This is an optimization exercise on Yosys and OpenROAD, whose aim is small area and a short achievable clock period, not a production implementation. Only simulation tests tie the RTL to the original design; equivalence was not proved.

==> flow/design.v <==
module Xoroshiro128StarStar (
      output [31:0] io_prngHigh,
      output [31:0] io_prngLow,
      input   io_next,
      input   clk,
      input   reset);
  reg [63:0] a0;
  reg [63:0] a1;
  reg c5;
  reg [63:0] q;
  reg [31:0] rlo;
  reg c9;
  reg [34:0] qh;
  reg [63:0] out;
  wire [63:0] t = a0 ^ a1;
  wire [63:0] a0_ = {a0[39:0], a0[63:40]} ^ t ^ (t << 16);
  wire [63:0] a1_ = {t[26:0], t[63:27]};
  wire [32:0] c5s = {1'b0, a0_[31:0]} + {1'b0, a0_[29:0], 2'b00};
  wire c5_ = c5s[32];
  wire [31:0] m5lo = a0[31:0] + {a0[29:0], 2'b00};
  wire [32:0] m5hs = {a0[63:32], 1'b1} + {a0[61:30], c5};
  wire [31:0] m5hi = m5hs[32:1];
  wire [63:0] m5 = {m5hi, m5lo};
  wire [63:0] q_ = {m5[56:0], m5[63:57]};
  wire [32:0] r9 = {1'b0, q[31:0]} + {1'b0, q[28:0], 3'b000};
  wire [32:0] ohs = {qh[34:3], 1'b1} + {qh[31:0], c9};
  wire [31:0] ohi = ohs[32:1];
  assign io_prngHigh = out[63:32];
  assign io_prngLow = out[31:0];
  always @ (posedge clk or posedge reset) begin
    if (reset) begin
      a0 <= 64'h0021002100000001;
      a1 <= 64'h2020002000000400;
      c5 <= 1'b0;
      q <= 64'h0000000282800280;
      rlo <= 32'h1680;
      c9 <= 1'b0;
      qh <= 35'h0;
      out <= 64'h0000000000000000;
    end else if (io_next) begin
      a0 <= a0_;
      a1 <= a1_;
      c5 <= c5_;
      q <= q_;
      rlo <= r9[31:0];
      c9 <= r9[32];
      qh <= q[63:29];
      out <= {ohi, rlo};
    end
  end
endmodule
==> flow/config.mk <==
export PLATFORM = sky130hd
export DESIGN_NAME = Xoroshiro128StarStar
export DESIGN_NICKNAME = Xoroshiro128StarStar
export VERILOG_FILES = /design/flow/design.v
export SDC_FILE = /design/flow/constraint.sdc
export NUM_CORES = 4
export LEC_CHECK = 0
export CAP_MARGIN = 20
export CORE_MARGIN = 2
export CORE_UTILIZATION = 40
export SETUP_SLACK_MARGIN = 2.6
export SLEW_MARGIN = 20
==> flow/constraint.sdc <==
create_clock -name core_clock -period 5.0 [get_ports {clk}]
set_input_delay 1.0000 -clock core_clock [delete_from_list [all_inputs] [get_ports {clk}]]
set_output_delay 1.0000 -clock core_clock [all_outputs]
set_load 0.01 [all_outputs]
standard.sh (not shown) runs the stock make flow with config.mk's settings and CLKGATE_MAP_FILE= SYNTH_SCRIPT=/design/flow/synth_recipe.tcl, a recipe that flattens the netlist after the stock synthesis.
==> flow/flow/run.sh <==
#!/bin/bash
# Own layout flow: the standard synthesis, then the combinational logic between
# the registers is mapped again by ABC for delay (registers, their names and cells are
# kept as the standard synthesis made them), then the standard ORFS flow from floorplan.
# Each tool's full output goes to a log file in the work folder.
set -euo pipefail
WORK=$(pwd)
FLOWDIR=$WORK/flow
R=$WORK/orfs/results/$FLOW_PLATFORM/Xoroshiro128StarStar/base
PLAT=$FLOW_HOME/platforms/$FLOW_PLATFORM
LIB=$PLAT/lib/sky130_fd_sc_hd__tt_025C_1v80.lib
YOSYS=$(command -v yosys || echo "$FLOW_HOME/../tools/install/yosys/bin/yosys")
D=${ABC_DELAY_PS:-1000}

bash standard.sh synth > "$WORK/log_1_standard_synth.log" 2>&1
cp "$R/1_2_yosys.v" "$WORK/standard_synth.v"

DU=$(sed -n '/DONT_USE_CELLS +=/,/^#/p' "$PLAT/config.mk" | grep -o 'sky130_fd_sc_hd__[a-z0-9_]*' | sed 's/^/-dont_use /' | tr '\n' ' ')
printf 'set_driving_cell sky130_fd_sc_hd__buf_1\nset_load 5\n' > "$WORK/abc.constr"
sed "s/@D@/$D/g" "$FLOWDIR/abc_delay.script" > "$WORK/abc_delay.script"
cat > "$WORK/remap.ys" <<EOY
read_liberty -ignore_miss_func $LIB
delete sky130_fd_sc_hd__dfrtp_* sky130_fd_sc_hd__dfstp_* sky130_fd_sc_hd__conb_1
read_verilog $FLOWDIR/stubs.v
read_verilog $WORK/standard_synth.v
hierarchy -top $FLOW_TOP
flatten
delete t:\\\$scopeinfo
opt_clean
abc -script $WORK/abc_delay.script -liberty $LIB $DU -constr $WORK/abc.constr -D $D
read_liberty -lib -overwrite $LIB
opt_clean -purge
hilomap -singleton -hicell sky130_fd_sc_hd__conb_1 HI -locell sky130_fd_sc_hd__conb_1 LO
splitnets
opt_clean -purge
rename -hide w:*.*
check -assert -mapped
stat -liberty $LIB
write_verilog -noattr -noexpr -nohex -nodec $WORK/remapped.v
EOY
"$YOSYS" -l "$WORK/log_2_remap_yosys.log" "$WORK/remap.ys" > /dev/null
cp "$WORK/remapped.v" "$R/1_2_yosys.v"
rm -f "$R/1_synth.odb" "$R/1_synth.sdc"
bash standard.sh > "$WORK/log_3_standard_flow.log" 2>&1
Other scripts of this flow, unchanged in this note and not shown: flow/flow/abc_delay.script, flow/flow/stubs.v
The baseline went through all stages and came out clean.
Rerun with:
Settings changed: CTS_CLUSTER_DIAMETER set to 100, CTS_CLUSTER_SIZE set to 30, SETUP_SLACK_MARGIN 2.6 to 2.9.
What happened:
- count of clock-buffer cells in the layout went down by 37
- wire length grows by 9.4%
- flip-flop and latch count is unchanged
- first-iteration DRC count decreases by 0.52%
- via count climbs by 4.7%
- cell area is higher by 7.0%
- non-clock buffer count came out higher by 176
- register-to-register slack improves by 0.09 ns
Rerun with:
Settings changed: CTS_CLUSTER_DIAMETER 100 to unset, CTS_CLUSTER_SIZE 30 to unset.
After rerunning:
- via count falls by 0.46%
- core utilization rises by 0.43 points

* * *

Another version of the RTL of Xoroshiro128StarStar (not shown whole).
For scale: about 3000 cells after synthesis, ~67 I/O pins, ~21000 um2 of cells after synthesis.
export LEC_CHECK = 0
export CAP_MARGIN = 20
export CORE_MARGIN = 2
export CORE_UTILIZATION = 50
export CTS_CLUSTER_DIAMETER = 60
export CTS_CLUSTER_SIZE = 20
export PLACE_DENSITY = 0.75
export SETUP_SLACK_MARGIN = 2.9
export SLEW_MARGIN = 20
create_clock -name core_clock -period 5.0 [get_ports {clk}]
==> flow/flow/abc_delay.script <==
strash
dch
map -D @D@
buffer
upsize -D @D@
dnsize -D @D@
==> flow/flow/stubs.v <==
(* blackbox *) module sky130_fd_sc_hd__dfrtp_1 (output Q, input CLK, input D, input RESET_B); endmodule
(* blackbox *) module sky130_fd_sc_hd__dfrtp_2 (output Q, input CLK, input D, input RESET_B); endmodule
(* blackbox *) module sky130_fd_sc_hd__dfrtp_4 (output Q, input CLK, input D, input RESET_B); endmodule
(* blackbox *) module sky130_fd_sc_hd__dfstp_1 (output Q, input CLK, input D, input SET_B); endmodule
(* blackbox *) module sky130_fd_sc_hd__dfstp_2 (output Q, input CLK, input D, input SET_B); endmodule
(* blackbox *) module sky130_fd_sc_hd__dfstp_4 (output Q, input CLK, input D, input SET_B); endmodule
(* blackbox *) module sky130_fd_sc_hd__conb_1 (output HI, output LO); endmodule
Scripts as last shown in full above: flow/flow/run.sh
Then changed:
==> flow/flow/abc_delay.script (replaced) <==
strash
dch
map -D @D@
strash
dch
map -D @D@
strash
dch
map -D @D@
buffer
upsize -D @D@
dnsize -D @D@
Settings changed: CORE_UTILIZATION 50 to 40, PLACE_DENSITY 0.75 to 0.65.
After rerunning:
- synthesized area came out lower by 2.1%
- die area came out higher by about 22%
- final cell count came out higher by about 2.3%
- core utilization came out lower by 11 points
- routed wire length came out higher by 1.1%
- design area is about the same
Then changed:
==> flow/flow/abc_delay.script (replaced) <==
strash
dch
map -D @D@
buffer
upsize -D @D@
dnsize -D @D@
Settings changed: CTS_CLUSTER_DIAMETER 60 to unset, CTS_CLUSTER_SIZE 20 to unset, PLACE_DENSITY 0.65 to unset, SETUP_SLACK_MARGIN 2.9 to 3.05.
What happened: Cell count came out higher by 5.4%; core utilization came out higher by 3.5 points; hold slack is better by 0.0075 ns; register-to-register slack is better by 0.03 ns; setup slack is better by 0.016 ns; global-route usage came out higher by 1.2 points; via count came out higher by 6.4%; wire length came out higher by 7.1%.
Then changed:
==> flow/flow/abc_delay.script (replaced) <==
strash
dch
map -D @D@
strash
dch
map -D @D@
strash
dch
map -D @D@
buffer
upsize -D @D@
dnsize -D @D@
Settings changed: CTS_CLUSTER_DIAMETER set to 60, CTS_CLUSTER_SIZE set to 20, SETUP_SLACK_MARGIN 3.05 to 2.9.
Result: Via count came out lower by 7.3%; final cell count came out lower by 5.6%; design area came out lower by 9.6%; sequential cell count stays the same; die area came out lower by 2.1%; hold slack hardly moves; area after synthesis came out lower by 2.1%; core utilization came out lower by 4.0 points.

-- what the ideal ports hide --
How much do the figures lean on ideal ports? The routed layouts below were timed once more, with nothing changed but the port constraints. Step 1 sets driving cells, clkbuf_16 on the clock port and buf_2 on the other inputs (assumed; they add their load-dependent delay and slew). Step 2 adds t to the input delays and takes it off the output delays; t is the mean of the earliest and latest rising clock arrival at the registers after step 1. Input paths then give back, and output paths get back, about the clock's delay inside the block. Three values: no drivers, after step 1, after step 2; two values: the first two.
run | t (ns) | slack for setup (ns) | hold WS [ns] | clock arrival spread, ns | cell pins on the clock port's net
the first run of note 1 | 0.623 | 2.569 / 2.569 / 2.137 | 0.461 / 0.461 / 0.461 | 0.021 / 0.021 | 1
the second run of note 1 | 0.631 | 2.664 / 2.664 / 2.376 | 0.479 / 0.479 / 0.479 | 0.033 / 0.032 | 1
the third run of note 1 | 0.637 | 2.682 / 2.682 / 2.331 | 0.467 / 0.467 / 0.467 | 0.017 / 0.018 | 1
the first run of note 2 | 0.649 | 2.832 / 2.776 / 2.273 | 0.442 / 0.442 / 0.442 | 0.040 / 0.040 | 1
the second run of note 2 | 0.633 | 2.829 / 2.771 / 2.288 | 0.438 / 0.438 / 0.438 | 0.021 / 0.021 | 1
the third run of note 2 | 0.619 | 2.845 / 2.790 / 2.424 | 0.446 / 0.446 / 0.446 | 0.018 / 0.019 | 1
the fourth run of note 2 | 0.611 | 2.856 / 2.795 / 2.302 | 0.446 / 0.446 / 0.446 | 0.023 / 0.022 | 1
After both steps every run listed still meets setup and hold. The setup slack of the first run of note 2, which loses most, moves by -0.056 ns with the drivers and by -0.559 ns with both steps.
